Background: an optimization exercise with open tools, aiming at small area, a short achievable clock period and few clock cycles per item. Do not read the settings as production practice.
At most, simulation tests tie the RTL to the original design; equivalence was not proved.
The RTL of run 1 was laid out without a check of its function.
Power is estimated from default activity; no workload was simulated.

==> design.v <==
module md5_tables (
  input  wire [5:0]  step,
  output wire [7:0]  msel,
  output wire [3:0]  fsel,
  output wire [3:0]  rv,
  output wire [4:0]  ru,
  output wire        cl
);
  wire [63:0] msel_t0 = 64'h0040400018988444;
  assign msel[0] = msel_t0[step];
  wire [63:0] msel_t1 = 64'h1010080800404202;
  assign msel[1] = msel_t1[step];
  wire [63:0] msel_t2 = 64'h0000202000000080;
  assign msel[2] = msel_t2[step];
  wire [63:0] msel_t3 = 64'h0888800022220000;
  assign msel[3] = msel_t3[step];
  wire [63:0] msel_t4 = 64'h0000044440001111;
  assign msel[4] = msel_t4[step];
  wire [63:0] msel_t5 = 64'h2626111101010000;
  assign msel[5] = msel_t5[step];
  wire [63:0] msel_t6 = 64'h0101008084042020;
  assign msel[6] = msel_t6[step];
  wire [63:0] msel_t7 = 64'h0000020200000808;
  assign msel[7] = msel_t7[step];
  wire [63:0] fsel_t0 = 64'h0000000000007fff;
  assign fsel[0] = fsel_t0[step];
  wire [63:0] fsel_t1 = 64'h000000007fff8000;
  assign fsel[1] = fsel_t1[step];
  wire [63:0] fsel_t2 = 64'h00007fff80000000;
  assign fsel[2] = fsel_t2[step];
  wire [63:0] fsel_t3 = 64'h7fff800000000000;
  assign fsel[3] = fsel_t3[step];
  wire [63:0] rv_t0 = 64'h00002aaac4441111;
  assign rv[0] = rv_t0[step];
  wire [63:0] rv_t1 = 64'h444400001999a222;
  assign rv[1] = rv_t1[step];
  wire [63:0] rv_t2 = 64'h1999800022224444;
  assign rv[2] = rv_t2[step];
  wire [63:0] rv_t3 = 64'h2222555500000888;
  assign rv[3] = rv_t3[step];
  wire [63:0] ru_t0 = 64'h0888888888888888;
  assign ru[0] = ru_t0[step];
  wire [63:0] ru_t1 = 64'h1111111111110000;
  assign ru[1] = ru_t1[step];
  wire [63:0] ru_t2 = 64'h2222000022221111;
  assign ru[2] = ru_t2[step];
  wire [63:0] ru_t3 = 64'h0000222200002222;
  assign ru[3] = ru_t3[step];
  wire [63:0] ru_t4 = 64'h4444444444444444;
  assign ru[4] = ru_t4[step];
  wire [63:0] cl_t0 = 64'h8000000000000000;
  assign cl = cl_t0[step];
endmodule
module md5_add (
  input  wire [31:0] a,
  input  wire [31:0] b,
  output wire [31:0] s
);
  wire [31:0] p = a ^ b;
  wire [31:0] gg = a & b;
  wire g1 = gg[1] | (p[1] & gg[0]);
  wire p1 = p[1] & p[0];
  wire g2 = gg[3] | (p[3] & gg[2]);
  wire p2 = p[3] & p[2];
  wire g3 = gg[5] | (p[5] & gg[4]);
  wire p3 = p[5] & p[4];
  wire g4 = gg[7] | (p[7] & gg[6]);
  wire p4 = p[7] & p[6];
  wire g5 = gg[9] | (p[9] & gg[8]);
  wire p5 = p[9] & p[8];
  wire g6 = gg[11] | (p[11] & gg[10]);
  wire p6 = p[11] & p[10];
  wire g7 = gg[13] | (p[13] & gg[12]);
  wire p7 = p[13] & p[12];
  wire g8 = gg[15] | (p[15] & gg[14]);
  wire p8 = p[15] & p[14];
  wire g9 = gg[17] | (p[17] & gg[16]);
  wire p9 = p[17] & p[16];
  wire g10 = gg[19] | (p[19] & gg[18]);
  wire p10 = p[19] & p[18];
  wire g11 = gg[21] | (p[21] & gg[20]);
  wire p11 = p[21] & p[20];
  wire g12 = gg[23] | (p[23] & gg[22]);
  wire p12 = p[23] & p[22];
  wire g13 = gg[25] | (p[25] & gg[24]);
  wire p13 = p[25] & p[24];
  wire g14 = gg[27] | (p[27] & gg[26]);
  wire p14 = p[27] & p[26];
  wire g15 = gg[29] | (p[29] & gg[28]);
  wire p15 = p[29] & p[28];
  wire g16 = gg[31] | (p[31] & gg[30]);
  wire p16 = p[31] & p[30];
  wire g17 = gg[2] | (p[2] & g1);
  wire p17 = p[2] & p1;
  wire g18 = g2 | (p2 & g1);
  wire p18 = p2 & p1;
  wire g19 = gg[6] | (p[6] & g3);
  wire p19 = p[6] & p3;
  wire g20 = g4 | (p4 & g3);
  wire p20 = p4 & p3;
  wire g21 = gg[10] | (p[10] & g5);
  wire p21 = p[10] & p5;
  wire g22 = g6 | (p6 & g5);
  wire p22 = p6 & p5;
  wire g23 = gg[14] | (p[14] & g7);
  wire p23 = p[14] & p7;
  wire g24 = g8 | (p8 & g7);
  wire p24 = p8 & p7;
  wire g25 = gg[18] | (p[18] & g9);
  wire p25 = p[18] & p9;
  wire g26 = g10 | (p10 & g9);
  wire p26 = p10 & p9;
  wire g27 = gg[22] | (p[22] & g11);
  wire p27 = p[22] & p11;
  wire g28 = g12 | (p12 & g11);
  wire p28 = p12 & p11;
  wire g29 = gg[26] | (p[26] & g13);
  wire p29 = p[26] & p13;
  wire g30 = g14 | (p14 & g13);
  wire p30 = p14 & p13;
  wire g31 = gg[30] | (p[30] & g15);
  wire p31 = p[30] & p15;
  wire g32 = g16 | (p16 & g15);
  wire p32 = p16 & p15;
  wire g33 = gg[4] | (p[4] & g18);
  wire p33 = p[4] & p18;
  wire g34 = g3 | (p3 & g18);
  wire p34 = p3 & p18;
  wire g35 = g19 | (p19 & g18);
  wire p35 = p19 & p18;
  wire g36 = g20 | (p20 & g18);
  wire p36 = p20 & p18;
  wire g37 = gg[12] | (p[12] & g22);
  wire p37 = p[12] & p22;
  wire g38 = g7 | (p7 & g22);
  wire p38 = p7 & p22;
  wire g39 = g23 | (p23 & g22);
  wire p39 = p23 & p22;
  wire g40 = g24 | (p24 & g22);
  wire p40 = p24 & p22;
  wire g41 = gg[20] | (p[20] & g26);
  wire p41 = p[20] & p26;
  wire g42 = g11 | (p11 & g26);
  wire p42 = p11 & p26;
  wire g43 = g27 | (p27 & g26);
  wire p43 = p27 & p26;
  wire g44 = g28 | (p28 & g26);
  wire p44 = p28 & p26;
  wire g45 = gg[28] | (p[28] & g30);
  wire p45 = p[28] & p30;
  wire g46 = g15 | (p15 & g30);
  wire p46 = p15 & p30;
  wire g47 = g31 | (p31 & g30);
  wire p47 = p31 & p30;
  wire g48 = g32 | (p32 & g30);
  wire p48 = p32 & p30;
  wire g49 = gg[8] | (p[8] & g36);
  wire p49 = p[8] & p36;
  wire g50 = g5 | (p5 & g36);
  wire p50 = p5 & p36;
  wire g51 = g21 | (p21 & g36);
  wire p51 = p21 & p36;
  wire g52 = g22 | (p22 & g36);
  wire p52 = p22 & p36;
  wire g53 = g37 | (p37 & g36);
  wire p53 = p37 & p36;
  wire g54 = g38 | (p38 & g36);
  wire p54 = p38 & p36;
  wire g55 = g39 | (p39 & g36);
  wire p55 = p39 & p36;
  wire g56 = g40 | (p40 & g36);
  wire p56 = p40 & p36;
  wire g57 = gg[24] | (p[24] & g44);
  wire p57 = p[24] & p44;
  wire g58 = g13 | (p13 & g44);
  wire p58 = p13 & p44;
  wire g59 = g29 | (p29 & g44);
  wire p59 = p29 & p44;
  wire g60 = g30 | (p30 & g44);
  wire p60 = p30 & p44;
  wire g61 = g45 | (p45 & g44);
  wire p61 = p45 & p44;
  wire g62 = g46 | (p46 & g44);
  wire p62 = p46 & p44;
  wire g63 = g47 | (p47 & g44);
  wire p63 = p47 & p44;
  wire g64 = g48 | (p48 & g44);
  wire p64 = p48 & p44;
  wire g65 = gg[16] | (p[16] & g56);
  wire p65 = p[16] & p56;
  wire g66 = g9 | (p9 & g56);
  wire p66 = p9 & p56;
  wire g67 = g25 | (p25 & g56);
  wire p67 = p25 & p56;
  wire g68 = g26 | (p26 & g56);
  wire p68 = p26 & p56;
  wire g69 = g41 | (p41 & g56);
  wire p69 = p41 & p56;
  wire g70 = g42 | (p42 & g56);
  wire p70 = p42 & p56;
  wire g71 = g43 | (p43 & g56);
  wire p71 = p43 & p56;
  wire g72 = g44 | (p44 & g56);
  wire p72 = p44 & p56;
  wire g73 = g57 | (p57 & g56);
  wire p73 = p57 & p56;
  wire g74 = g58 | (p58 & g56);
  wire p74 = p58 & p56;
  wire g75 = g59 | (p59 & g56);
  wire p75 = p59 & p56;
  wire g76 = g60 | (p60 & g56);
  wire p76 = p60 & p56;
  wire g77 = g61 | (p61 & g56);
  wire p77 = p61 & p56;
  wire g78 = g62 | (p62 & g56);
  wire p78 = p62 & p56;
  wire g79 = g63 | (p63 & g56);
  wire p79 = p63 & p56;
  wire g80 = g64 | (p64 & g56);
  wire p80 = p64 & p56;
  assign s = p ^ {g79, g78, g77, g76, g75, g74, g73, g72, g71, g70, g69, g68, g67, g66, g65, g56, g55, g54, g53, g52, g51, g50, g49, g36, g35, g34, g33, g18, g17, g1, gg[0], 1'b0};
endmodule
module md5_addbk (
  input  wire [31:0] a,
  input  wire [31:0] b,
  output wire [31:0] s
);
  wire [31:0] p = a ^ b;
  wire [31:0] gg = a & b;
  wire g1 = gg[1] | (p[1] & gg[0]);
  wire p1 = p[1] & p[0];
  wire g2 = gg[3] | (p[3] & gg[2]);
  wire p2 = p[3] & p[2];
  wire g3 = gg[5] | (p[5] & gg[4]);
  wire p3 = p[5] & p[4];
  wire g4 = gg[7] | (p[7] & gg[6]);
  wire p4 = p[7] & p[6];
  wire g5 = gg[9] | (p[9] & gg[8]);
  wire p5 = p[9] & p[8];
  wire g6 = gg[11] | (p[11] & gg[10]);
  wire p6 = p[11] & p[10];
  wire g7 = gg[13] | (p[13] & gg[12]);
  wire p7 = p[13] & p[12];
  wire g8 = gg[15] | (p[15] & gg[14]);
  wire p8 = p[15] & p[14];
  wire g9 = gg[17] | (p[17] & gg[16]);
  wire p9 = p[17] & p[16];
  wire g10 = gg[19] | (p[19] & gg[18]);
  wire p10 = p[19] & p[18];
  wire g11 = gg[21] | (p[21] & gg[20]);
  wire p11 = p[21] & p[20];
  wire g12 = gg[23] | (p[23] & gg[22]);
  wire p12 = p[23] & p[22];
  wire g13 = gg[25] | (p[25] & gg[24]);
  wire p13 = p[25] & p[24];
  wire g14 = gg[27] | (p[27] & gg[26]);
  wire p14 = p[27] & p[26];
  wire g15 = gg[29] | (p[29] & gg[28]);
  wire p15 = p[29] & p[28];
  wire g16 = gg[31] | (p[31] & gg[30]);
  wire p16 = p[31] & p[30];
  wire g17 = g2 | (p2 & g1);
  wire p17 = p2 & p1;
  wire g18 = g4 | (p4 & g3);
  wire p18 = p4 & p3;
  wire g19 = g6 | (p6 & g5);
  wire p19 = p6 & p5;
  wire g20 = g8 | (p8 & g7);
  wire p20 = p8 & p7;
  wire g21 = g10 | (p10 & g9);
  wire p21 = p10 & p9;
  wire g22 = g12 | (p12 & g11);
  wire p22 = p12 & p11;
  wire g23 = g14 | (p14 & g13);
  wire p23 = p14 & p13;
  wire g24 = g16 | (p16 & g15);
  wire p24 = p16 & p15;
  wire g25 = g18 | (p18 & g17);
  wire p25 = p18 & p17;
  wire g26 = g20 | (p20 & g19);
  wire p26 = p20 & p19;
  wire g27 = g22 | (p22 & g21);
  wire p27 = p22 & p21;
  wire g28 = g24 | (p24 & g23);
  wire p28 = p24 & p23;
  wire g29 = g26 | (p26 & g25);
  wire p29 = p26 & p25;
  wire g30 = g28 | (p28 & g27);
  wire p30 = p28 & p27;
  wire g31 = g30 | (p30 & g29);
  wire p31 = p30 & p29;
  wire g32 = g27 | (p27 & g29);
  wire p32 = p27 & p29;
  wire g33 = g19 | (p19 & g25);
  wire p33 = p19 & p25;
  wire g34 = g21 | (p21 & g29);
  wire p34 = p21 & p29;
  wire g35 = g23 | (p23 & g32);
  wire p35 = p23 & p32;
  wire g36 = g3 | (p3 & g17);
  wire p36 = p3 & p17;
  wire g37 = g5 | (p5 & g25);
  wire p37 = p5 & p25;
  wire g38 = g7 | (p7 & g33);
  wire p38 = p7 & p33;
  wire g39 = g9 | (p9 & g29);
  wire p39 = p9 & p29;
  wire g40 = g11 | (p11 & g34);
  wire p40 = p11 & p34;
  wire g41 = g13 | (p13 & g32);
  wire p41 = p13 & p32;
  wire g42 = g15 | (p15 & g35);
  wire p42 = p15 & p35;
  wire g43 = gg[2] | (p[2] & g1);
  wire p43 = p[2] & p1;
  wire g44 = gg[4] | (p[4] & g17);
  wire p44 = p[4] & p17;
  wire g45 = gg[6] | (p[6] & g36);
  wire p45 = p[6] & p36;
  wire g46 = gg[8] | (p[8] & g25);
  wire p46 = p[8] & p25;
  wire g47 = gg[10] | (p[10] & g37);
  wire p47 = p[10] & p37;
  wire g48 = gg[12] | (p[12] & g33);
  wire p48 = p[12] & p33;
  wire g49 = gg[14] | (p[14] & g38);
  wire p49 = p[14] & p38;
  wire g50 = gg[16] | (p[16] & g29);
  wire p50 = p[16] & p29;
  wire g51 = gg[18] | (p[18] & g39);
  wire p51 = p[18] & p39;
  wire g52 = gg[20] | (p[20] & g34);
  wire p52 = p[20] & p34;
  wire g53 = gg[22] | (p[22] & g40);
  wire p53 = p[22] & p40;
  wire g54 = gg[24] | (p[24] & g32);
  wire p54 = p[24] & p32;
  wire g55 = gg[26] | (p[26] & g41);
  wire p55 = p[26] & p41;
  wire g56 = gg[28] | (p[28] & g35);
  wire p56 = p[28] & p35;
  wire g57 = gg[30] | (p[30] & g42);
  wire p57 = p[30] & p42;
  assign s = p ^ {g57, g42, g56, g35, g55, g41, g54, g32, g53, g40, g52, g34, g51, g39, g50, g29, g49, g38, g48, g33, g47, g37, g46, g25, g45, g36, g44, g17, g43, g1, gg[0], 1'b0};
endmodule
module md5_ktab (
  input  wire [5:0]  step,
  output wire [31:0] k
);
  wire [63:0] t0 = 64'h7a77af08971d29b5;
  assign k[0] = t0[step];
  wire [63:0] t1 = 64'h944d80c161ca5e9f;
  assign k[1] = t1[step];
  wire [63:0] t2 = 64'h8951eb4607c41286;
  assign k[2] = t2[step];
  wire [63:0] t3 = 64'h1052148a3a2612cf;
  assign k[3] = t3[step];
  wire [63:0] t4 = 64'hb93a94a0188d0b51;
  assign k[4] = t4[step];
  wire [63:0] t5 = 64'h9a933cb90a42678e;
  assign k[5] = t5[step];
  wire [63:0] t6 = 64'h80f478f45aedc043;
  assign k[6] = t6[step];
  wire [63:0] t7 = 64'h36ad99c8bbf21bc7;
  assign k[7] = t7[step];
  wire [63:0] t8 = 64'h63258a994de2dfa4;
  assign k[8] = t8[step];
  wire [63:0] t9 = 64'h7dc1e0dc98b3939e;
  assign k[9] = t9[step];
  wire [63:0] t10 = 64'h84f8b2e8a3da42be;
  assign k[10] = t10[step];
  wire [63:0] t11 = 64'h046c9a7e65612146;
  assign k[11] = t11[step];
  wire [63:0] t12 = 64'hbe74bf62c22d8fe1;
  assign k[12] = t12[step];
  wire [63:0] t13 = 64'h4cd3d1e7cc30c881;
  assign k[13] = t13[step];
  wire [63:0] t14 = 64'hbdfcb45da4731b9b;
  assign k[14] = t14[step];
  wire [63:0] t15 = 64'h389a8c2c8c7282ea;
  assign k[15] = t15[step];
  wire [63:0] t16 = 64'h551649f39df4110a;
  assign k[16] = t16[step];
  wire [63:0] t17 = 64'hbc16997c7ea74128;
  assign k[17] = t17[step];
  wire [63:0] t18 = 64'h70b9252f198f63ae;
  assign k[18] = t18[step];
  wire [63:0] t19 = 64'h0adceb7d7a055b06;
  assign k[19] = t19[step];
  wire [63:0] t20 = 64'h9c070c7dc3a37f16;
  assign k[20] = t20[step];
  wire [63:0] t21 = 64'h88d0f1b6fcd63117;
  assign k[21] = t21[step];
  wire [63:0] t22 = 64'h54140d0adf6993a4;
  assign k[22] = t22[step];
  wire [63:0] t23 = 64'h30733fff4d722d4a;
  assign k[23] = t23[step];
  wire [63:0] t24 = 64'h6d7d940bf6e22fee;
  assign k[24] = t24[step];
  wire [63:0] t25 = 64'h77d998b8d0ad5588;
  assign k[25] = t25[step];
  wire [63:0] t26 = 64'h4efe7b37fb25592d;
  assign k[26] = t26[step];
  wire [63:0] t27 = 64'h3adb14eb6c122ff0;
  assign k[27] = t27[step];
  wire [63:0] t28 = 64'h8c92553249144924;
  assign k[28] = t28[step];
  wire [63:0] t29 = 64'h7dd748f75d635d75;
  assign k[29] = t29[step];
  wire [63:0] t30 = 64'h66d6ed9b5bb6ed6e;
  assign k[30] = t30[step];
  wire [63:0] t31 = 64'h2dbb6db6edb6dbb6;
  assign k[31] = t31[step];
endmodule
module MD5_custom_SIMD_instruction (clk, reset,
	in_v, rd, vrd1, vrd2,
		in_data, in_vdata1, in_vdata2,
	out_v, out_rd, out_vrd1, out_vrd2,
		out_data, out_vdata1, out_vdata2);
	input clk, reset;
	input in_v;
	input [4:0] rd;
	input [2:0] vrd1, vrd2;
	input [32-1:0] in_data;
	input [256-1:0] in_vdata1, in_vdata2;
	output out_v;
	output [4:0] out_rd;
	output [2:0] out_vrd1, out_vrd2;
	output [32-1:0] out_data;
	output [256-1:0] out_vdata1, out_vdata2;
	wire [511:0] min = {in_vdata2, in_vdata1};
	reg        busy, fin, outv, first;
	reg [5:0]  cnt;
	reg [4:0]  t_rd;
	reg [2:0]  t_vrd1, t_vrd2;
	reg [31:0] a, b, c, d, t;
	reg [31:0] ring [0:15];
	reg [7:0]  mr;
	reg [3:0]  fs;     
	reg [3:0]  fs2;    
	reg [31:0] kr;     
	wire       cl = fin;
	reg [3:0]  rv;
	reg [4:0]  ru;
	always @(*) begin
		case ({cnt[5:4], cnt[1:0]})
			4'd0: begin rv = fin ? 4'd0 : 4'd8; ru = fin ? 5'd0 : 5'd1; end
			4'd1: begin rv = fin ? 4'd0 : 4'd1; ru = fin ? 5'd0 : 5'd4; end
			4'd2: begin rv = fin ? 4'd0 : 4'd2; ru = fin ? 5'd0 : 5'd8; end
			4'd3: begin rv = fin ? 4'd0 : 4'd4; ru = fin ? 5'd0 : 5'd16; end
			4'd4: begin rv = fin ? 4'd0 : 4'd2; ru = fin ? 5'd0 : 5'd1; end
			4'd5: begin rv = fin ? 4'd0 : 4'd2; ru = fin ? 5'd0 : 5'd2; end
			4'd6: begin rv = fin ? 4'd0 : 4'd4; ru = fin ? 5'd0 : 5'd4; end
			4'd7: begin rv = fin ? 4'd0 : 4'd1; ru = fin ? 5'd0 : 5'd16; end
			4'd8: begin rv = fin ? 4'd0 : 4'd1; ru = fin ? 5'd0 : 5'd1; end
			4'd9: begin rv = fin ? 4'd0 : 4'd8; ru = fin ? 5'd0 : 5'd2; end
			4'd10: begin rv = fin ? 4'd0 : 4'd1; ru = fin ? 5'd0 : 5'd8; end
			4'd11: begin rv = fin ? 4'd0 : 4'd8; ru = fin ? 5'd0 : 5'd16; end
			4'd12: begin rv = fin ? 4'd0 : 4'd4; ru = fin ? 5'd0 : 5'd1; end
			4'd13: begin rv = fin ? 4'd0 : 4'd4; ru = fin ? 5'd0 : 5'd2; end
			4'd14: begin rv = fin ? 4'd0 : 4'd8; ru = fin ? 5'd0 : 5'd4; end
			4'd15: begin rv = fin ? 4'd0 : 4'd2; ru = fin ? 5'd0 : 5'd16; end
			default: begin rv = 4'd0; ru = 5'd0; end
		endcase
	end
	reg        run;    
	wire       last = busy & (cnt == 6'd63);
	wire [31:0] kadd;
	wire [7:0]  msel;
	wire [3:0]  fsel, rvn;
	wire [4:0]  run_;
	wire        cln;
	md5_tables tab (.step(cnt), .msel(msel), .fsel(fsel), .rv(rvn), .ru(run_), .cl(cln));
	wire        pol = ~cnt[0] & ~fin;
	wire [31:0] mword = {32{pol}} ^ (
		({32{mr[0]}} & ring[0]) |
		({32{mr[1]}} & ring[1]) |
		({32{mr[2]}} & ring[2]) |
		({32{mr[3]}} & ring[3]) |
		({32{mr[4]}} & ring[5]) |
		({32{mr[5]}} & ring[8]) |
		({32{mr[6]}} & ring[9]) |
		({32{mr[7]}} & ring[10]));
	wire [5:0]  nstep = cnt + 6'd1;
	wire [1:0]  nround = nstep[5:4];
	wire [31:0] kt;
	md5_ktab ktab (.step(cnt), .k(kt));
	wire [31:0] ts = d ^ kr ^ mword;
	wire [31:0] tc = (d & kr) | (d & mword) | (kr & mword);
	wire [31:0] tsum;
	md5_addbk addt (.a(ts), .b({tc[30:0], 1'b0}), .s(tsum));
	wire [31:0] f = ({32{first}} & 32'hd76aa477) |
		({fs2[0], fs2[0], fs2[0], fs2[0], fs2[0], fs2[0], fs2[0], fs2[0], fs2[0], fs2[0], fs2[0], fs2[0], fs2[0], fs2[0], fs2[0], fs2[0], {16{fs[0]}}} & ((b & c) | (~b & d))) |
		({fs2[1], fs2[1], fs2[1], fs2[1], fs2[1], fs2[1], fs2[1], fs2[1], fs2[1], fs2[1], fs2[1], fs2[1], fs2[1], fs2[1], fs2[1], fs2[1], {16{fs[1]}}} & ((d & b) | (~d & c))) |
		({fs2[2], fs2[2], fs2[2], fs2[2], fs2[2], fs2[2], fs2[2], fs2[2], fs2[2], fs2[2], fs2[2], fs2[2], fs2[2], fs2[2], fs2[2], fs2[2], {16{fs[2]}}} & (b ^ c ^ d)) |
		({fs2[3], fs2[3], fs2[3], fs2[3], fs2[3], fs2[3], fs2[3], fs2[3], fs2[3], fs2[3], fs2[3], fs2[3], fs2[3], fs2[3], fs2[3], fs2[3], {16{fs[3]}}} & (c ^ (b | ~d)));
	wire [31:0] x;
	md5_add addx (.a(f), .b(t), .s(x));
	wire [31:0] z =
		({32{rv[0]}} & x) |
		({32{rv[1]}} & {x[30:0], x[31:31]}) |
		({32{rv[2]}} & {x[29:0], x[31:30]}) |
		({32{rv[3]}} & {x[28:0], x[31:29]});
	wire [31:0] y =
		({32{ru[0]}} & {z[27:0], z[31:28]}) |
		({32{ru[1]}} & {z[23:0], z[31:24]}) |
		({32{ru[2]}} & {z[19:0], z[31:20]}) |
		({32{ru[3]}} & {z[15:0], z[31:16]}) |
		({32{ru[4]}} & {z[11:0], z[31:12]}) |
		({32{cl}} & 32'hefcdab89);
	wire [31:0] bn;
	md5_add addb (.a(b), .b(y), .s(bn));
	wire [31:0] dn;
	md5_addbk addd (.a(c), .b({32{fin}} & 32'h98badcfe), .s(dn));
	integer j;
	always @(posedge clk) begin
		if (reset) begin
			run <= 1'b0;
			busy <= 1'b0;
			fin <= 1'b0;
			outv <= 1'b0;
		end else begin
			run <= busy | in_v;
			busy <= busy ? ~last : in_v;
			fin <= last;
			outv <= fin;
		end
		first <= ~run;
		cnt <= busy ? cnt + 6'd1 : 6'd0;
		mr <= busy ? msel : 8'd4;
		fs <= busy ? fsel : 4'd0;
		fs2 <= (busy & (cnt != 6'd63)) ? (4'd1 << nround) : 4'd0;
		kr <= busy ? kt : 32'he8c7b756;
		a <= t;
		if (run) begin
			b <= bn;
			c <= b;
			d <= dn;
			t <= tsum;
			for (j = 0; j < 16; j = j + 1) ring[(j+1)%16] <= ~ring[j];
		end else begin
			b <= 32'hefcdab89; c <= 32'h98badcfe; d <= 32'h10325476;
			t <= min[31:0];
			t_rd <= rd; t_vrd1 <= vrd1; t_vrd2 <= vrd2;
			ring[1] <= ~min[31:0];
			ring[2] <= ~min[63:32];
			ring[4] <= ~min[95:64];
			ring[15] <= ~min[127:96];
			ring[13] <= ~min[159:128];
			ring[6] <= ~min[191:160];
			ring[0] <= ~min[223:192];
			ring[3] <= ~min[255:224];
			ring[9] <= ~min[287:256];
			ring[10] <= ~min[319:288];
			ring[12] <= ~min[351:320];
			ring[7] <= ~min[383:352];
			ring[5] <= ~min[415:384];
			ring[14] <= ~min[447:416];
			ring[8] <= ~min[479:448];
			ring[11] <= ~min[511:480];
		end
	end
	assign out_v = outv;
	assign out_rd = t_rd;
	assign out_vrd1 = t_vrd1;
	assign out_vrd2 = t_vrd2;
	assign out_data = 32'd0;
	assign out_vdata2 = {256{1'b0}};
	assign out_vdata1 = {128'd0, t, d, b, a};
endmodule
==> flow/run.sh <==
#!/bin/bash
# ORFS layout (the standard.sh) with: the full-adder and half-adder cells kept out of
# synthesis and layout (the platform's don't-use list plus fa/ha), a tighter setup-repair
# target, free resizing, and minimum-size port buffers.
set -euo pipefail
DU="sky130_fd_sc_hd__probe_p_8 sky130_fd_sc_hd__probec_p_8 sky130_fd_sc_hd__lpflow_bleeder_1 sky130_fd_sc_hd__lpflow_clkbufkapwr_1 sky130_fd_sc_hd__lpflow_clkbufkapwr_16 sky130_fd_sc_hd__lpflow_clkbufkapwr_2 sky130_fd_sc_hd__lpflow_clkbufkapwr_4 sky130_fd_sc_hd__lpflow_clkbufkapwr_8 sky130_fd_sc_hd__lpflow_clkinvkapwr_1 sky130_fd_sc_hd__lpflow_clkinvkapwr_16 sky130_fd_sc_hd__lpflow_clkinvkapwr_2 sky130_fd_sc_hd__lpflow_clkinvkapwr_4 sky130_fd_sc_hd__lpflow_clkinvkapwr_8 sky130_fd_sc_hd__lpflow_decapkapwr_12 sky130_fd_sc_hd__lpflow_decapkapwr_3 sky130_fd_sc_hd__lpflow_decapkapwr_4 sky130_fd_sc_hd__lpflow_decapkapwr_6 sky130_fd_sc_hd__lpflow_decapkapwr_8 sky130_fd_sc_hd__lpflow_inputiso0n_1 sky130_fd_sc_hd__lpflow_inputiso0p_1 sky130_fd_sc_hd__lpflow_inputiso1n_1 sky130_fd_sc_hd__lpflow_inputiso1p_1 sky130_fd_sc_hd__lpflow_inputisolatch_1 sky130_fd_sc_hd__lpflow_isobufsrc_1 sky130_fd_sc_hd__lpflow_isobufsrc_16 sky130_fd_sc_hd__lpflow_isobufsrc_2 sky130_fd_sc_hd__lpflow_isobufsrc_4 sky130_fd_sc_hd__lpflow_isobufsrc_8 sky130_fd_sc_hd__lpflow_isobufsrckapwr_16 sky130_fd_sc_hd__lpflow_lsbuf_lh_hl_isowell_tap_1 sky130_fd_sc_hd__lpflow_lsbuf_lh_hl_isowell_tap_2 sky130_fd_sc_hd__lpflow_lsbuf_lh_hl_isowell_tap_4 sky130_fd_sc_hd__lpflow_lsbuf_lh_isowell_4 sky130_fd_sc_hd__lpflow_lsbuf_lh_isowell_tap_1 sky130_fd_sc_hd__lpflow_lsbuf_lh_isowell_tap_2 sky130_fd_sc_hd__lpflow_lsbuf_lh_isowell_tap_4 sky130_fd_sc_hd__fa_1 sky130_fd_sc_hd__fa_2 sky130_fd_sc_hd__fa_4 sky130_fd_sc_hd__ha_1 sky130_fd_sc_hd__ha_2 sky130_fd_sc_hd__ha_4"
bash standard.sh "DONT_USE_CELLS=$DU" SETUP_SLACK_MARGIN=9 MATCH_CELL_FOOTPRINT=0 SKIP_REPAIR_TIE_FANOUT=1 "BUFFER_PORTS_ARGS=-buffer_cell sky130_fd_sc_hd__buf_1" finish > standard.log 2>&1
==> standard.sh <==
#!/bin/bash
# synth_recipe.tcl (not shown) runs the flow's synth.tcl, then flattens the netlist and writes it again
# the make line also repeats each setting of config.mk as NAME=value (left out here)
make -C /OpenROAD-flow-scripts/flow DESIGN_CONFIG=/design/flow/config.mk WORK_HOME=/design/flow/orfs CLKGATE_MAP_FILE= SYNTH_SCRIPT=/design/flow/synth_recipe.tcl "${@:-finish}"
==> config.mk <==
export PLATFORM = sky130hd
export DESIGN_NAME = MD5_custom_SIMD_instruction
export DESIGN_NICKNAME = MD5_custom_SIMD_instruction
export VERILOG_FILES = /design/flow/design.v
export SDC_FILE = /design/flow/constraint.sdc
export NUM_CORES = 8
export LEC_CHECK = 0
export ABC_AREA = 1
export CAP_MARGIN = 20
export CORE_AREA = 5 5 375 375
export CTS_CLUSTER_DIAMETER = 80
export CTS_CLUSTER_SIZE = 28
export DIE_AREA = 0 0 380 380
export SLEW_MARGIN = 20
export TNS_END_PERCENT = 0
==> constraint.sdc <==
create_clock -name core_clock -period 12.0 [get_ports {clk}]
set_input_delay 2.4000 -clock core_clock [delete_from_list [all_inputs] [get_ports {clk}]]
set_output_delay 2.4000 -clock core_clock [all_outputs]
set_load 0.01 [all_outputs]
==> flow_metrics.tcl, run 1 <==
set metrics [dict create \
    grt_usage_pct 23.8 \
    setup_viol_count_final 0 \
    hold_path_class "flop to flop" \
    highest_layer "met5" \
    grt_max_degree 417 \
    totalWireLength_um 184000 \
    critPathArrivalTime_ns 4.68 \
    report.final.slew_viol_count 0 \
    synth-edff-count 11 \
    cts_tree "done" \
    antenna_left 0 \
    end_kind "flop" \
    dieArea_um2 144000 \
    fin_cells 7487 \
    ys_warn_count 2 \
    syn_to_final_growth_pct 18.1 \
    async_flop_share_pct 0 \
    htree_levels 2 \
    fp.dieH_um 380 \
    crit_path_max_fanout 20 \
    max_freq_mhz 242 \
    met3WireLength_um 15800 \
    rsz0062_at_grt "yes" \
    portBuffers 665 \
    grt-ovfl-total 0 \
    first_pass_iters 8 \
    dr_total_vias 37798 \
    hold_viol 0 \
    drive_gt1_share_pct 17.4 \
    fin_crit_ns 4.13 \
    drt-met1-wl_um 69500 \
    dpl.cell_count 7183 \
    worst_clock_skew_ns 0.0883 \
    drc_errors 0 \
    synthXorXnorAreaFrac_pct 2.36 \
    cts.clk_slew.worst_paths_ns 0.10 \
    clk-insertion-delay-late_ns 0.73 \
    crit_type "flop to flop" \
    io_pins 1114 \
    die_w_um 380 \
    cts_buffers 57 \
    peakVddDrop_uv 138 \
    place.gp.congestion 0.976 \
    synth-seq-area-share_pct 37.7 \
    wl_per_cell_um 24.5 \
    tns_ns 0 \
    drt_iter0_drc 3657 \
    nNetsFinal 6181 \
    worstPathRequired_ns 12.54 \
    synth_mux_area_share_pct 10.2 \
    post_drt_via_cell_ratio 5.05 \
    hpwl_um 141000 \
    ys.flop_type "dfxtp_1" \
    yosys.area_share.simple_pct 23.9 \
    power.leakage_nw 20.5 \
    root_buffer "clkbuf_16" \
    initial_core_util_pct 29.2 \
    core_area_um2 136000 \
    grt_pass1_wl_um 252000 \
    outcome "complete, no violations" \
    dr_wl_met2_um 86200 \
    synth_top_family_by_area "simple AND/OR/NAND/NOR gates" \
    slew_headroom_pct 29.6 \
    synth.ff_latch_count 742 \
    grt_pass1_vias 35263 \
    syn_inst 5299 \
    synth.distinct_cells 70 \
    syn-cell-area_um2 39700 \
    maxCapViolCount 0 \
    postSynthAreaPerCell_um2 7.49 \
    row_count 135 \
    p_per_area_nw_per_um2 195 \
    hold_buffers 0 \
    cp-start-kind "flop" \
    synth_fa_ha_area_share_pct 0.0252 \
    numClockSinks 742 \
    worst_slew_pin_slew_ns 1.06 \
    clock_path_buffers 3 \
    synth_compound_area_share_pct 11.3 \
    syn_nets 5857 \
    antenna_found_initial 63 \
    fin_crit_sh_pct 34.4 \
]
[timing repair]
item	in CTS	in global routing
setup endpoints to repair	310	298
pin swaps	89	141
buffers inserted	112	40
resized for setup	385	329
gates cloned	8	2
[critical path, stage by stage, from the launching register on]
cell	delay, ns
dfxtp_1	0.34
buf_8	0.22
clkinvlp_4	0.16
nor2_4	0.17
clkbuf_8	0.25
a22oi_1	0.09
o21a_1	0.15
nor2_2	0.20
buf_6	0.25
inv_1	0.10
o221ai_1	0.23
inv_1	0.12
nand2_4	0.12
nand2_1	0.07
nand2_2	0.10
nor2_4	0.05
buf_4	0.12
nand4_1	0.09
nand2_2	0.10
nor2_4	0.14
nand2_2	0.09
nor3_4	0.29
nand2_8	0.13
nand2_8	0.13
nand2_1	0.09
a21oi_1	0.13
nor2_1	0.05
[final timing paths]
| kind | to | slack [ns] | depth (start not counted) | from |
|---|---|---|---|---|
| setup / recovery | b[17] | 7.87 | 26 | cnt[4] |
| hold / removal | ring[13][2] | 0.39 | 1 | ring[12][2] |
| hold reg to reg | ring[13][2] | 0.39 | 1 | ring[12][2] |
| setup reg to reg | b[17] | 7.87 | 26 | cnt[4] |
[placed cells by master, fill, tap and decap left out, drive strengths merged, types with 35 or more instances in the layout]
cell type,Yosys,final
xor2,78,78
a221oi,41,41
a21oi,220,220
diode,0,42
clkbuf,104,67
nor2,382,382
buf,498,855
o21ai,295,295
inv,484,493
nand3,357,357
or2,35,35
dfxtp,731,731
nand2,1291,1293
mux2i,405,405
nand4,61,61
[cells by family after synthesis]
family	after synthesis
other cells	1
buf+inv	1090
simple gates	2195
xor+xnor	106
mux	405
compound gates	759
flops	742
fa+ha+maj	1
[per-layer routing]
layer / track usage, % / vias to the layer above
met5: 0 / -
met4: 12.9 / 22
met3: 5.23 / 409
met2: 40.1 / 1932
met1: 28.1 / 17734
li1: - / 17701
[sequential cells by signal (all words and copies together), names as in the netlist, 4 cells and up]
signal	count
a	32
fs	4
t	32
d	32
fs2	4
mr	8
c	32
ring	512
cnt	6
kr	32
t_rd	5
b	32
[synthesized netlist by cell type (all sizes together), types with 27 or more instances]
cell,n,area (um^2)
nand2,1291,5030
dfxtp,731,14600
buf,498,3530
inv,484,1820
mux2i,405,4050
nor2,382,1530
nand3,357,1840
o21ai,295,1480
a21oi,220,1110
clkbuf,104,394
xor2,78,691
nand4,61,413
a221oi,41,359
or2,35,219
nor3,33,180
o22ai,30,188
o21bai,29,218
xnor2,28,245
a21boi,27,203
[power by group]
part | total (W) | leakage, nW | switching (W) | internal (W)
registers | 0.00320 | 6.27 | 0.000376 | 0.00282
logic | 0.00379 | 13.2 | 0.00243 | 0.00135
clock network | 0.00215 | 0.989 | 0.00114 | 0.00101
[per-stage QoR]
step	util, %	instance area, um^2	hold slack [ns]	worst slack, ns	power, W
finish	34.5	46900	0.387	7.87	0.00913
global route	34.5	46800	0.416	7.65	0.00962
CTS	33.3	45200	0.388	7.97	0.00874
detailed placement	30.2	41000	0.398	6.46	0.00614
global placement	30.2	41000	0.393	6.48	0.00609
floorplan	-	39800	0.391	8.56	0.00524
[area by class of cell]
type | instances | area, um^2
tap | 1781 | 2230
multi-input combinational | 3469 | 21100
fill | 14422 | 88900
antenna | 42 | 105
sequential | 742 | 15200
inverter | 488 | 1940
clock buffer | 61 | 1460
clock inverter | 39 | 602
timing repair inverter | 4 | 31.3
timing repair buffer | 861 | 4240
==> inputs of run 2 (changes only) <==
--- a/design.v
+++ b/design.v
@@ -439,30 +439,9 @@
 	reg [3:0]  fs;     
 	reg [3:0]  fs2;    
 	reg [31:0] kr;     
-	wire       cl = fin;
 	reg [3:0]  rv;
 	reg [4:0]  ru;
-	always @(*) begin
-		case ({cnt[5:4], cnt[1:0]})
-			4'd0: begin rv = fin ? 4'd0 : 4'd8; ru = fin ? 5'd0 : 5'd1; end
-			4'd1: begin rv = fin ? 4'd0 : 4'd1; ru = fin ? 5'd0 : 5'd4; end
-			4'd2: begin rv = fin ? 4'd0 : 4'd2; ru = fin ? 5'd0 : 5'd8; end
-			4'd3: begin rv = fin ? 4'd0 : 4'd4; ru = fin ? 5'd0 : 5'd16; end
-			4'd4: begin rv = fin ? 4'd0 : 4'd2; ru = fin ? 5'd0 : 5'd1; end
-			4'd5: begin rv = fin ? 4'd0 : 4'd2; ru = fin ? 5'd0 : 5'd2; end
-			4'd6: begin rv = fin ? 4'd0 : 4'd4; ru = fin ? 5'd0 : 5'd4; end
-			4'd7: begin rv = fin ? 4'd0 : 4'd1; ru = fin ? 5'd0 : 5'd16; end
-			4'd8: begin rv = fin ? 4'd0 : 4'd1; ru = fin ? 5'd0 : 5'd1; end
-			4'd9: begin rv = fin ? 4'd0 : 4'd8; ru = fin ? 5'd0 : 5'd2; end
-			4'd10: begin rv = fin ? 4'd0 : 4'd1; ru = fin ? 5'd0 : 5'd8; end
-			4'd11: begin rv = fin ? 4'd0 : 4'd8; ru = fin ? 5'd0 : 5'd16; end
-			4'd12: begin rv = fin ? 4'd0 : 4'd4; ru = fin ? 5'd0 : 5'd1; end
-			4'd13: begin rv = fin ? 4'd0 : 4'd4; ru = fin ? 5'd0 : 5'd2; end
-			4'd14: begin rv = fin ? 4'd0 : 4'd8; ru = fin ? 5'd0 : 5'd4; end
-			4'd15: begin rv = fin ? 4'd0 : 4'd2; ru = fin ? 5'd0 : 5'd16; end
-			default: begin rv = 4'd0; ru = 5'd0; end
-		endcase
-	end
+	reg        cl;
 	reg        run;    
 	wire       last = busy & (cnt == 6'd63);
 	wire [31:0] kadd;
@@ -529,6 +508,9 @@
 		cnt <= busy ? cnt + 6'd1 : 6'd0;
 		mr <= busy ? msel : 8'd4;
 		fs <= busy ? fsel : 4'd0;
+		rv <= busy ? rvn : 4'd8;
+		ru <= busy ? run_ : 5'd1;
+		cl <= busy & cln;
 		fs2 <= (busy & (cnt != 6'd63)) ? (4'd1 << nround) : 4'd0;
 		kr <= busy ? kt : 32'he8c7b756;
 		a <= t;
==> flow_metrics.tcl, run 2 <==
set metrics [dict create \
    outcome "complete, no violations" \
    peakVddDrop_uv 127 \
    numClockSinks 752 \
    syn_nets 5909 \
    ys_warn_count 2 \
    initial_core_util_pct 29.4 \
    worst_path_most_repeated_cell "nand2_2" \
    dieArea_um2 144000 \
    root_buffer "clkbuf_16" \
    dr_total_vias 37519 \
    synthTopCellsByCount "nand2_1 (1203), dfxtp_1 (741), inv_1 (470), buf_4 (420), mux2i_1 (390)" \
    io_pins 1114 \
    totalWireLength_um 180000 \
    ys.flop_type "dfxtp_1" \
    syn-cell-area_um2 39900 \
    syn_inst 5351 \
    htree_levels 2 \
    grt_pass1_vias 35080 \
    die_w_um 380 \
    grt_max_degree 417 \
    async_flop_share_pct 0 \
    cp-start-kind "flop" \
    top_register "ring" \
    power.leakage_nw 20.0 \
    p_per_area_nw_per_um2 194 \
    place.gp.congestion 0.970 \
    fin_crit_sh_pct 34.8 \
    post_drt_via_cell_ratio 5.04 \
    grt_usage_pct 23.4 \
    final_common_cell "nand2_1" \
    hold_path_class "flop to flop" \
    fp.dieH_um 380 \
    crit_path_max_incr_delay_ns 0.39 \
    synth.ff_latch_count 752 \
    antenna_found_initial 47 \
    tns_ns 0 \
    worstPathRequired_ns 12.59 \
    grt_pass1_wl_um 249000 \
    report.final.slew_viol_count 0 \
    fin_crit_ns 4.18 \
    clock_path_buffers 3 \
    largest_register_ffs 512 \
    first_pass_iters 5 \
    post-route-util_pct 33.8 \
    end_kind "flop" \
    synth_area_leaders "dfxtp_1 (37%), nand2_1 (11%), mux2i_1 (9.8%)" \
    synth.largest_area_cell "dfxtp_1" \
    r2r_slack_ns 7.82 \
    crit_type "flop to flop" \
    drc_errors 0 \
    clk-insertion-delay-late_ns 0.72 \
    grt-ovfl-total 0 \
    portBuffers 665 \
    crit_path_max_fanout 8 \
    cts_buffers 54 \
    syn_to_final_growth_pct 14.9 \
    fin_cells 7443 \
    synth_top_area_share_pct 37.1 \
    row_count 135 \
    power_w 0.00893 \
    setup_viol_count_final 0 \
    slowest_stage "dfxtp_4" \
    hold_viol 0 \
    critPathArrivalTime_ns 4.77 \
    yosysMostFrequentCell "nand2_1" \
    core_area_um2 136000 \
    dpl.cell_count 7224 \
    postSynthAreaPerCell_um2 7.47 \
    hpwl_um 141000 \
    drt_iter0_drc 3605 \
    rsz0062_at_grt "yes" \
    synth.distinct_cells 66 \
    synth-seq-area-share_pct 38.0 \
    nNetsFinal 6155 \
    cts_tree "done" \
    maxCapViolCount 0 \
    max_freq_mhz 239 \
    synth-edff-count 11 \
    worst_clock_skew_ns 0.0757 \
    final_cell_mix "nand2_1 (1109), buf_1 (662), dfxtp_1 (646)" \
    cts.clk_slew.worst_paths_ns 0.11 \
    slew_headroom_pct 21.7 \
    antenna_left 0 \
    worst_slew_pin_slew_ns 1.17 \
    drive_gt1_share_pct 14.5 \
    wl_per_cell_um 24.2 \
]
==> run 2: cell count changes after synthesis, moves of 8 or more <==
cell / delta
a221oi_1: -9
clkbuf_1: +26
nand3_1: -12
buf_2: -10
dfxtp_1: +10
nor3_1: +8
xnor2_1: +10
o21ai_0: +16
nor2_1: +36
nand2_1: -27
inv_1: +24
mux2i_1: -15
==> run 2: final timing paths <==
check	from	end	cells after the start
setup / recovery	b[2]	b[17]	35
hold / removal	ring[4][23]	ring[5][23]	1
setup reg to reg	b[2]	b[17]	35
hold reg to reg	ring[4][23]	ring[5][23]	1
==> run 2: what timing repair did <==
action	4_1_cts	5_1_grt
gates cloned	3	0
pin swaps	45	99
gates resized for setup	282	260
buffers inserted	52	43
endpoints found under the setup margin	293	303
hold buffers	0	0
==> run 2: critical path: cells and delay by family, from the launching register on <==
family,cells,cell delay (ns)
and+or+nand+nor,33,3.39
DFF,1,0.39
AOI/OAI and AO/OA,1,0.17
buffers and inverters,1,0.09
==> run 2: power breakdown <==
part / internal, W / switching (W)
clock: 0.000990 / 0.00114
sequential: 0.00286 / 0.000389
combinational: 0.00121 / 0.00234
==> run 2: cell type report <==
cell class | count | area (um^2)
fillers | 14499 | 89900
multi-input cells | 3476 | 20500
diodes | 26 | 65.1
flip-flops and latches | 752 | 15400
repair buffers | 800 | 3700
clock inverters | 38 | 651
inverters | 513 | 1980
clock buffers | 57 | 1380
well taps | 1781 | 2230
==> run 2: metal layers <==
layer	share of wire, %	vias to the layer above	track usage (%)
li1	-	17649	-
met5	0.10	-	0
met2	47	1737	39.8
met3	7.6	371	4.35
met1	39	17734	28.5
met4	6.0	28	11.5
==> run 2: kinds of logic (layout without fill, tap and decap cells) <==
| group | Yosys count | in the layout | share of synthesized area [%] |
|---|---|---|---|
| AO/OA/AOI/OAI | 786 | 786 | 11.7 |
| XOR/XNOR | 116 | 116 | 2.54 |
| buffers and inverters | 1125 | 1408 | 14.7 |
| flip-flops | 752 | 752 | 38.0 |
| multiplexers | 390 | 390 | 9.77 |
| other | 1 | 27 | 0.00939 |
| AND/OR/NAND/NOR | 2181 | 2183 | 23.4 |
==> run 2: per-stage QoR <==
stage	area, um^2	hold WS [ns]	setup slack, ns
2_1_floorplan	40000	0.391	8.54
3_3_place_gp	41200	0.392	6.88
3_5_place_dp	41200	0.397	6.82
4_1_cts	44600	0.378	7.91
5_1_grt	45900	0.392	7.56
6_report	45900	0.383	7.82
Testbench counts of run 2, summed over its fixed seeds: cycles 105,600, hashes 1,600.
==> inputs of run 3 (changes only) <==
--- a/design.v
+++ b/design.v
@@ -488,7 +488,7 @@
 		({32{ru[4]}} & {z[11:0], z[31:12]}) |
 		({32{cl}} & 32'hefcdab89);
 	wire [31:0] bn;
-	md5_add addb (.a(b), .b(y), .s(bn));
+	md5_add addb (.a(b & {32{run}}), .b(y), .s(bn));
 	wire [31:0] dn;
 	md5_addbk addd (.a(c), .b({32{fin}} & 32'h98badcfe), .s(dn));
 	integer j;
@@ -508,20 +508,20 @@
 		cnt <= busy ? cnt + 6'd1 : 6'd0;
 		mr <= busy ? msel : 8'd4;
 		fs <= busy ? fsel : 4'd0;
-		rv <= busy ? rvn : 4'd8;
-		ru <= busy ? run_ : 5'd1;
-		cl <= busy & cln;
+		rv <= reset ? 4'd0 : busy ? rvn : in_v ? 4'd8 : 4'd0;
+		ru <= reset ? 5'd0 : busy ? run_ : in_v ? 5'd1 : 5'd0;
+		cl <= reset | (busy ? cln : ~in_v);
 		fs2 <= (busy & (cnt != 6'd63)) ? (4'd1 << nround) : 4'd0;
 		kr <= busy ? kt : 32'he8c7b756;
 		a <= t;
+		b <= bn;
 		if (run) begin
-			b <= bn;
 			c <= b;
 			d <= dn;
 			t <= tsum;
 			for (j = 0; j < 16; j = j + 1) ring[(j+1)%16] <= ~ring[j];
 		end else begin
-			b <= 32'hefcdab89; c <= 32'h98badcfe; d <= 32'h10325476;
+			c <= 32'h98badcfe; d <= 32'h10325476;
 			t <= min[31:0];
 			t_rd <= rd; t_vrd1 <= vrd1; t_vrd2 <= vrd2;
 			ring[1] <= ~min[31:0];
==> flow_metrics.tcl, run 3 <==
set metrics [dict create \
    worstPathRequired_ns 12.60 \
    dr_total_vias 37353 \
    dieArea_um2 144000 \
    setup_viol_count_final 0 \
    rsz0062_at_grt "yes" \
    clock_path_buffers 3 \
    htree_levels 2 \
    die_w_um 380 \
    wl_per_cell_um 23.9 \
    whs_path_depth 1 \
    critPathArrivalTime_ns 4.71 \
    root_buffer "clkbuf_16" \
    slew_headroom_pct 20.3 \
    cp-start-kind "flop" \
    syn_to_final_growth_pct 14.5 \
    crit_path_max_fanout 8 \
    row_count 135 \
    hpwl_um 139000 \
    drc_errors 0 \
    final_common_cell "nand2_1" \
    synth.ff_latch_count 752 \
    io_pins 1114 \
    report.final.slew_viol_count 0 \
    drive_gt1_share_pct 14.4 \
    cts_tree "done" \
    crit_path_max_incr_delay_ns 0.36 \
    outcome "complete, no violations" \
    grt_usage_pct 23.2 \
    worst_path_most_repeated_cell "nand2_1" \
    max_freq_mhz 243 \
    power.leakage_nw 20.2 \
    syn_nets 5891 \
    clk-insertion-delay-late_ns 0.69 \
    grt-ovfl-total 0 \
    worst_clock_skew_ns 0.0554 \
    grt_max_degree 417 \
    post_drt_via_cell_ratio 5.02 \
    fin_crit_sh_pct 34.3 \
    numClockSinks 752 \
    end_kind "flop" \
    synth.largest_area_cell "dfxtp_1" \
    synth_top_area_share_pct 37.1 \
    hold_buffers 0 \
    critPathBufInv 7 \
    cts.clk_slew.worst_paths_ns 0.11 \
    synth.distinct_cells 68 \
    initial_core_util_pct 29.5 \
    cts_buffers 53 \
    largest_register_ffs 512 \
    slowest_stage "dfxtp_2" \
    maxCapViolCount 0 \
    ys_warn_count 2 \
    fp.dieH_um 380 \
    synth-seq-area-share_pct 37.9 \
    core_area_um2 136000 \
    grt_pass1_vias 34727 \
    top_register "ring" \
    whs_endpoint "ring[5][28]" \
    final_cell_mix "nand2_1 (1098), buf_1 (659), dfxtp_1 (643)" \
    yosysMostFrequentCell "nand2_1" \
    grt_pass1_wl_um 247000 \
    hold_path_class "flop to flop" \
    first_pass_iters 6 \
    place.gp.congestion 0.966 \
    totalWireLength_um 178000 \
    antenna_found_initial 42 \
    synth_area_leaders "dfxtp_1 (37%), nand2_1 (11%), mux2i_1 (10%)" \
    cp_top_family "simple AND/OR/NAND/NOR gates" \
    min_from "ring[4][28]" \
    r2r_slack_ns 7.89 \
    fin_cells 7447 \
    worst_slew_pin_slew_ns 1.19 \
    portBuffers 665 \
    dpl.cell_count 7222 \
    peakVddDrop_uv 187 \
    synthTopCellsByCount "nand2_1 (1203), dfxtp_1 (741), inv_1 (468), buf_4 (420), nor2_1 (408)" \
    nNetsFinal 6162 \
    reg2reg_from "first" \
    p_per_area_nw_per_um2 170 \
    hold_viol 0 \
    tns_ns 0 \
    async_flop_share_pct 0 \
    fin_crit_ns 4.11 \
    rr_worst_depth 31 \
    syn_inst 5333 \
    reg2reg_to "b[28]" \
    antenna_left 0 \
    synth-edff-count 11 \
    crit_type "flop to flop" \
    postSynthAreaPerCell_um2 7.51 \
    syn-cell-area_um2 40000 \
    drt_iter0_drc 3701 \
    ys.flop_type "dfxtp_1" \
]
[run 3: kinds of logic (layout without fill, tap and decap cells)]
family	after synthesis	count (layout)	share of synthesized area, %
and+or+nand+nor	2171	2173	23.2
DFF	752	752	37.9
AOI/OAI and AO/OA	757	757	11.3
adders and majority gates	3	3	0.0750
buffers and inverters	1116	1421	14.6
other	1	27	0.00937
muxes	398	398	9.95
xor gates and xnor gates	135	135	2.97
[run 3: cell type report]
type | count | area, um^2
Clock inverter | 35 | 546
Tap cell | 1781 | 2230
Multi-Input combinational cell | 3467 | 20300
Inverter | 513 | 1980
Antenna cell | 26 | 65.1
Clock buffer | 56 | 1370
Sequential cell | 752 | 15400
Fill cell | 14557 | 90000
Timing Repair Buffer | 817 | 3890
[run 3: worst register-to-register path: cells and delay by family (launching register included)]
family	cells	cell delay, ns
compound gates	3	0.39
buf+inv	7	0.83
flops	1	0.36
simple gates	21	2.48
[run 3: repair_timing]
| action | CTS | global route |
|---|---|---|
| resized for setup | 313 | 262 |
| buffers inserted | 66 | 39 |
| setup endpoints to repair | 295 | 307 |
| pin swaps | 57 | 107 |
| cloned | 3 | 0 |
[run 3: per-stage QoR]
step | util [%] | power (W) | hold WS [ns] | area (um^2) | setup WS, ns
global route | 33.7 | 0.00823 | 0.410 | 45800 | 7.56
finish | 33.8 | 0.00781 | 0.401 | 45800 | 7.89
global placement | 30.3 | 0.00541 | 0.392 | 41200 | 7.01
CTS | 32.8 | 0.00768 | 0.409 | 44600 | 7.95
detailed placement | 30.3 | 0.00545 | 0.399 | 41200 | 6.99
floorplan | - | 0.00468 | 0.391 | 40000 | 8.50
[run 3: worst max-delay path by stage]
stage | from | end | slack [ns] | cells past startpoint
after floorplan | d[9] | b[23] | 8.50 | 34
after global placement | mr[7] | t[27] | 7.01 | 26
after detailed placement | mr[7] | t[27] | 6.99 | 26
after CTS | b[3] | b[20] | 7.95 | 33
after global routing | b[25] | b[11] | 7.56 | 33
final | first | b[28] | 7.89 | 31
[run 3: metal layers]
metal,up-vias,global-route usage (%),wire [um]
met3,323,5.29,16000
met4,12,7.93,7130
li1,17624,-,-
met2,1642,37.4,80000
met1,17752,30.6,74700
met5,-,0,69
[run 3: power by group]
group | switching (W) | leakage (nW) | internal, W
Clock | 0.00110 | 0.919 | 0.000944
Combinational | 0.00167 | 12.9 | 0.000872
Sequential | 0.000369 | 6.36 | 0.00285
Total | 0.00315 | 20.2 | 0.00466
Testbench counts of run 3, summed over its fixed seeds: cycles 105,600, hashes 1,600.
==> inputs of run 4 (changes only) <==
--- a/design.v
+++ b/design.v
@@ -468,11 +468,14 @@
 	wire [31:0] tc = (d & kr) | (d & mword) | (kr & mword);
 	wire [31:0] tsum;
 	md5_addbk addt (.a(ts), .b({tc[30:0], 1'b0}), .s(tsum));
-	wire [31:0] f = ({32{first}} & 32'hd76aa477) |
-		({fs2[0], fs2[0], fs2[0], fs2[0], fs2[0], fs2[0], fs2[0], fs2[0], fs2[0], fs2[0], fs2[0], fs2[0], fs2[0], fs2[0], fs2[0], fs2[0], {16{fs[0]}}} & ((b & c) | (~b & d))) |
-		({fs2[1], fs2[1], fs2[1], fs2[1], fs2[1], fs2[1], fs2[1], fs2[1], fs2[1], fs2[1], fs2[1], fs2[1], fs2[1], fs2[1], fs2[1], fs2[1], {16{fs[1]}}} & ((d & b) | (~d & c))) |
-		({fs2[2], fs2[2], fs2[2], fs2[2], fs2[2], fs2[2], fs2[2], fs2[2], fs2[2], fs2[2], fs2[2], fs2[2], fs2[2], fs2[2], fs2[2], fs2[2], {16{fs[2]}}} & (b ^ c ^ d)) |
-		({fs2[3], fs2[3], fs2[3], fs2[3], fs2[3], fs2[3], fs2[3], fs2[3], fs2[3], fs2[3], fs2[3], fs2[3], fs2[3], fs2[3], fs2[3], fs2[3], {16{fs[3]}}} & (c ^ (b | ~d)));
+	wire [31:0] cxd = c ^ d;
+	wire [31:0] fs32a = {{16{fs2[0]}}, {16{fs[0]}}};
+	wire [31:0] fs32b = {{16{fs2[1]}}, {16{fs[1]}}};
+	wire [31:0] fs32c = {{16{fs2[2]}}, {16{fs[2]}}};
+	wire [31:0] fs32d = {{16{fs2[3]}}, {16{fs[3]}}};
+	wire [31:0] f1 = ({32{first}} & 32'hd76aa477) | (fs32a & c) | (fs32b & (c | d)) | (fs32c & ~cxd) | (fs32d & ~c);
+	wire [31:0] f0 = ({32{first}} & 32'hd76aa477) | (fs32a & d) | (fs32b & (c & ~d)) | (fs32c & cxd) | (fs32d & ~cxd);
+	wire [31:0] f = (b & f1) | (~b & f0);
 	wire [31:0] x;
 	md5_add addx (.a(f), .b(t), .s(x));
 	wire [31:0] z =
--- a/config.mk
+++ b/config.mk
@@ -8,8 +8,8 @@
 export ABC_AREA = 1
 export CAP_MARGIN = 20
 export CORE_AREA = 5 5 375 375
-export CTS_CLUSTER_DIAMETER = 80
-export CTS_CLUSTER_SIZE = 28
+export CTS_CLUSTER_DIAMETER = 60
+export CTS_CLUSTER_SIZE = 24
 export DIE_AREA = 0 0 380 380
 export SLEW_MARGIN = 20
 export TNS_END_PERCENT = 0
==> flow_metrics.tcl, run 4 <==
set metrics [dict create \
    grt_max_degree 417 \
    largest_register_ffs 512 \
    rsz0062_at_grt "yes" \
    slew_headroom_pct 21.9 \
    slowest_stage "dfxtp_2" \
    synth.distinct_cells 67 \
    first_pass_iters 6 \
    yosys.area_share.simple_pct 22.9 \
    maxCapViolCount 0 \
    hold_path_class "flop to flop" \
    hold_buffers 0 \
    grt_usage_pct 22.6 \
    row_count 135 \
    max_freq_mhz 239 \
    fin_crit_sh_pct 34.8 \
    totalWireLength_um 172000 \
    synthTopCellsByCount "nand2_1 (1227), dfxtp_1 (741), inv_1 (469), buf_4 (421), mux2i_1 (396)" \
    fin_crit_ns 4.18 \
    grt-ovfl-total 0 \
    drc_errors 0 \
    postSynthAreaPerCell_um2 7.49 \
    place.gp.congestion 0.946 \
    core_area_um2 136000 \
    grt_pass1_wl_um 241000 \
    ys_warn_count 2 \
    numClockSinks 752 \
    drt_iter0_drc 3824 \
    top_register "ring" \
    synth-seq-area-share_pct 37.8 \
    crit_path_max_fanout 11 \
    worst_path_most_repeated_cell "nand2_1" \
    critPathBufInv 2 \
    syn_inst 5354 \
    synth_area_leaders "dfxtp_1 (37%), nand2_1 (11%), mux2i_1 (9.9%)" \
    grt_pass1_vias 34416 \
    antenna_left 0 \
    cts_tree "done" \
    worst_slew_pin_slew_ns 1.17 \
    synthXorXnorAreaFrac_pct 2.99 \
    tns_ns 0 \
    clock_path_buffers 3 \
    worst_clock_skew_ns 0.0844 \
    synth_mux_area_share_pct 9.89 \
    dpl.cell_count 7224 \
    synth_top_area_share_pct 37.0 \
    synth_top_family_by_area "simple AND/OR/NAND/NOR gates" \
    dr_total_vias 36713 \
    syn-cell-area_um2 40100 \
    antenna_found_initial 28 \
    p_per_area_nw_per_um2 186 \
    hold_viol 0 \
    hold_slack_ns 0.391 \
    fp.dieH_um 380 \
    outcome "complete, no violations" \
    hpwl_um 134000 \
    crit_type "flop to flop" \
    post_drt_via_cell_ratio 4.94 \
    cts_buffers 77 \
    cp_top_family "simple AND/OR/NAND/NOR gates" \
    clk-insertion-delay-late_ns 0.74 \
    critPathArrivalTime_ns 4.72 \
    cts.clk_slew.worst_paths_ns 0.08 \
    synth_compound_area_share_pct 11.5 \
    yosysMostFrequentCell "nand2_1" \
    synth.ff_latch_count 752 \
    root_buffer "clkbuf_16" \
    report.final.slew_viol_count 0 \
    ys.flop_type "dfxtp_1" \
    initial_core_util_pct 29.5 \
    syn_nets 5912 \
    multi_input_area_um2 19600 \
    nFillCells 14517 \
    portBuffers 665 \
    post_dp_cell_area_um2 41200 \
    async_flop_share_pct 0 \
    peakVddDrop_uv 291 \
    setup_viol_count_final 0 \
    synth_fa_ha_area_share_pct 0.0250 \
    cp-start-kind "flop" \
    synth-edff-count 11 \
    htree_levels 3 \
    synth.largest_area_cell "dfxtp_1" \
    nNetsFinal 6134 \
    fin_cells 7432 \
    dieArea_um2 144000 \
    final_cell_mix "nand2_1 (1200), dfxtp_1 (695), buf_1 (665)" \
    wl_per_cell_um 23.2 \
    syn_to_final_growth_pct 13.1 \
    crit_path_max_incr_delay_ns 0.33 \
    drive_gt1_share_pct 10.1 \
    worstPathRequired_ns 12.54 \
    power.leakage_nw 19.8 \
    die_w_um 380 \
    end_kind "flop" \
    ff_latch_area_um2 15200 \
    fin_area_um2 45400 \
    io_pins 1114 \
    final_common_cell "nand2_1" \
]
run 4: worst reg2reg max path, delay by kind of cell, from the launching register on:
kind            cells  cell delay [ns]
compound gates      3             0.62
buf+inv             2             0.31
simple gates       26             2.78
flops               1             0.33
run 4: timing repair:
| item | CTS | global route |
|---|---|---|
| gates resized for setup | 147 | 92 |
| pin swaps | 19 | 27 |
| gates cloned | 2 | 3 |
| endpoints found under the setup margin | 349 | 396 |
| setup buffers | 33 | 16 |
run 4: final cells by class:
cell class,instances,area share [%]
Clock buffer,85,4.34
Inverter,516,4.39
Timing Repair inverter,1,0.0248
Clock inverter,53,1.79
Multi-Input combinational cell,3465,43.2
Timing Repair Buffer,763,7.65
Antenna cell,16,0.0883
Sequential cell,752,33.6
Tap cell,1781,4.91
run 4: stage by stage:
stage	util (%)	setup slack (ns)	total power (W)
CTS	33.0	7.87	0.00839
detailed placement	30.3	6.84	0.00566
finish	33.4	7.82	0.00843
floorplan	-	8.50	0.00484
global placement	30.3	6.93	0.00563
global route	33.4	7.50	0.00889
run 4: cells by family (layout without fill, tap and decap cells):
group                    count (synthesis)  after routing
flip-flops                             752            752
adder cells (fa/ha/maj)                  1              1
XOR/XNOR                               135            135
other                                    1             17
multiplexers                           396            396
buffers and inverters                 1139           1418
AND/OR/NAND/NOR                       2155           2157
AO/OA/AOI/OAI                          775            775
run 4: routing by layer:
metal	global-route usage (%)	part of all wire [%]	up-vias
li1	-	-	17559
met1	29.6	42	17286
met2	35.9	45	1616
met3	6.27	9.6	240
met4	7.34	3.1	12
met5	0	0.043	-
run 4: report_power, final:
group	total [W]	internal [W]	switching (W)
combinational	0.00256	0.000849	0.00172
sequential	0.00324	0.00284	0.000399
clock	0.00263	0.00141	0.00122
run 4: final timing paths:
| path | startpoint | endpoint | slack [ns] | depth (start not counted) |
|---|---|---|---|---|
| max | first | b[31] | 7.82 | 31 |
| min | ring[13][1] | ring[14][1] | 0.39 | 1 |
| max reg2reg | first | b[31] | 7.82 | 31 |
| min reg2reg | ring[13][1] | ring[14][1] | 0.39 | 1 |
Testbench counts of run 4, summed over its fixed seeds: cycles 105,600, hashes 1,600.
==> inputs of run 5 (changes only) <==
--- a/config.mk
+++ b/config.mk
@@ -8,8 +8,9 @@
 export ABC_AREA = 1
 export CAP_MARGIN = 20
 export CORE_AREA = 5 5 375 375
-export CTS_CLUSTER_DIAMETER = 60
-export CTS_CLUSTER_SIZE = 24
+export CTS_CLUSTER_DIAMETER = 80
+export CTS_CLUSTER_SIZE = 28
 export DIE_AREA = 0 0 380 380
+export PLACE_DENSITY = 0.55
 export SLEW_MARGIN = 20
 export TNS_END_PERCENT = 0
==> flow_metrics.tcl, run 5 <==
set metrics [dict create \
    outcome "complete, no violations" \
    synth-edff-count 11 \
    min_from "ring[11][15]" \
    cts_buffers 55 \
    ys.flop_type "dfxtp_1" \
    die_w_um 380 \
    reg2reg_from "fs[3]" \
    antenna_left 0 \
    drc_errors 0 \
    async_flop_share_pct 0 \
    peakVddDrop_uv 149 \
    nFillCells 14484 \
    worstPathRequired_ns 12.55 \
    syn-cell-area_um2 40100 \
    grt-ovfl-total 0 \
    totalWireLength_um 172000 \
    hpwl_um 132000 \
    postSynthAreaPerCell_um2 7.49 \
    cts.clk_slew.worst_paths_ns 0.11 \
    fin_area_um2 45700 \
    fp.dieH_um 380 \
    report.final.slew_viol_count 0 \
    grt_pass1_wl_um 239000 \
    crit_path_max_fanout 8 \
    yosys.area_share.simple_pct 22.9 \
    place.gp.congestion 0.936 \
    io_pins 1114 \
    ys_warn_count 2 \
    rsz0062_at_grt "yes" \
    crit_path_max_incr_delay_ns 0.39 \
    clk-insertion-delay-late_ns 0.73 \
    drive_gt1_share_pct 12.4 \
    final_common_cell "nand2_1" \
    synth_compound_area_share_pct 11.5 \
    dieArea_um2 144000 \
    final_cell_mix "nand2_1 (1146), dfxtp_1 (687), buf_1 (659)" \
    grt_usage_pct 22.3 \
    htree_levels 2 \
    clock_path_buffers 3 \
    nNetsFinal 6144 \
    synth_top_area_share_pct 37.0 \
    post_dp_cell_area_um2 41200 \
    root_buffer "clkbuf_16" \
    grt_pass1_vias 34132 \
    portBuffers 665 \
    synth_mux_area_share_pct 9.89 \
    dr_total_vias 36845 \
    cts_tree "done" \
    slowest_stage "dfxtp_4" \
    synth_area_leaders "dfxtp_1 (37%), nand2_1 (11%), mux2i_1 (9.9%)" \
    largest_register_ffs 512 \
    post_drt_via_cell_ratio 4.97 \
    initial_core_util_pct 29.5 \
    first_pass_iters 5 \
    fin_crit_ns 4.13 \
    synthXorXnorAreaFrac_pct 2.99 \
    wl_per_cell_um 23.3 \
    synthTopCellsByCount "nand2_1 (1227), dfxtp_1 (741), inv_1 (469), buf_4 (421), mux2i_1 (396)" \
    power_w 0.00809 \
    drt_iter0_drc 3662 \
    crit_start "fs[3]" \
    antenna_found_initial 22 \
    maxCapViolCount 0 \
    syn_to_final_growth_pct 14.0 \
    core_area_um2 136000 \
    numClockSinks 752 \
    crit_type "flop to flop" \
    syn_nets 5912 \
    worst_slew_pin_slew_ns 1.27 \
    syn_inst 5354 \
    grt_max_degree 417 \
    tns_ns 0 \
    end_kind "flop" \
    critPathArrivalTime_ns 4.68 \
    fin_crit_sh_pct 34.4 \
    hold_viol 0 \
    synth.ff_latch_count 752 \
    top_register "ring" \
    worst_clock_skew_ns 0.0836 \
    row_count 135 \
    p_per_area_nw_per_um2 177 \
    hold_path_class "flop to flop" \
    synth_fa_ha_area_share_pct 0.0250 \
    synth-seq-area-share_pct 37.8 \
    power.leakage_nw 19.9 \
    worst_path_most_repeated_cell "nand2_2" \
    synth.distinct_cells 67 \
    synth.largest_area_cell "dfxtp_1" \
    slew_headroom_pct 15.4 \
    max_freq_mhz 242 \
    yosysMostFrequentCell "nand2_1" \
    synth_top_family_by_area "simple AND/OR/NAND/NOR gates" \
    setup_viol_count_final 0 \
    cp-start-kind "flop" \
]
run 5: cell count changes in the layout (fill, tap and decap cells not counted), moves of 17 or more:
cell / change
buf_4: +26
nand2_1: -54
nand2_2: +40
nand3_1: -27
nand3_2: +22
nor2_1: -17
run 5: cells by family after synthesis:
kind of cell | count (synthesis)
and+or+nand+nor | 2155
buffers and inverters | 1139
AOI/OAI and AO/OA | 775
DFF | 752
muxes | 396
xor gates and xnor gates | 135
adders and majority gates | 1
other | 1
run 5: final timing paths:
check / slack [ns] / depth (start not counted) / end
max: 7.87 / 33 / b[29]
min: 0.39 / 1 / ring[12][15]
min reg2reg: 0.39 / 1 / ring[12][15]
max reg2reg: 7.87 / 33 / b[29]
run 5: cell type report:
type	instances	area, um^2	share of cell area, %
clock inverter	38	651	1.42
antenna	8	20.0	0.0438
inverter	516	2020	4.42
clock buffer	55	1380	3.01
sequential	752	15300	33.4
timing repair buffer	795	3870	8.47
multi-input combinational	3466	20300	44.3
tap	1781	2230	4.87
run 5: what timing repair did:
action | 4_1_cts | 5_1_grt
buffers inserted | 33 | 38
cloned | 5 | 7
pin swaps | 34 | 113
hold buffers | 0 | 0
endpoints found under the setup margin | 622 | 631
gates resized for setup | 171 | 287
run 5: critical path: cells and delay by family, from the launching register on:
| kind | cells | cell delay, ns |
|---|---|---|
| AND/OR/NAND/NOR | 27 | 2.71 |
| buffers and inverters | 4 | 0.48 |
| flip-flops | 1 | 0.39 |
| AO/OA/AOI/OAI | 2 | 0.38 |
run 5: metrics by stage:
step | util, % | hold slack [ns] | setup slack, ns | std cells
final | 33.7 | 0.392 | 7.87 | 7411
after global routing | 33.7 | 0.415 | 7.59 | 7407
after CTS | 32.6 | 0.392 | 7.91 | 7358
after detailed placement | 30.3 | 0.399 | 7.03 | 7227
after global placement | 30.3 | 0.392 | 7.03 | 7227
after floorplan | - | 0.391 | 8.50 | 5354
run 5: where the power goes:
part	internal (W)	total, W	switching [W]
logic	0.000933	0.00275	0.00182
registers	0.00284	0.00322	0.000385
clock network	0.000949	0.00211	0.00116
run 5: metal layers:
| layer | vias up | routed length (um) | GRT usage, % |
|---|---|---|---|
| li1 | 17546 | - | - |
| met1 | 17499 | 72800 | 29.4 |
| met2 | 1542 | 79100 | 36.6 |
| met3 | 242 | 15500 | 5.29 |
| met4 | 16 | 4900 | 5.85 |
| met5 | - | 91 | 0 |

Re-timed with assumed drivers on the ports (clkbuf_16 on the clock, buf_2 on other inputs), run 5 has 7.870 ns of setup slack against 7.870 ns with ideal ports, and 7.870 ns once port delays also move by the mid clock arrival of 0.769 ns.
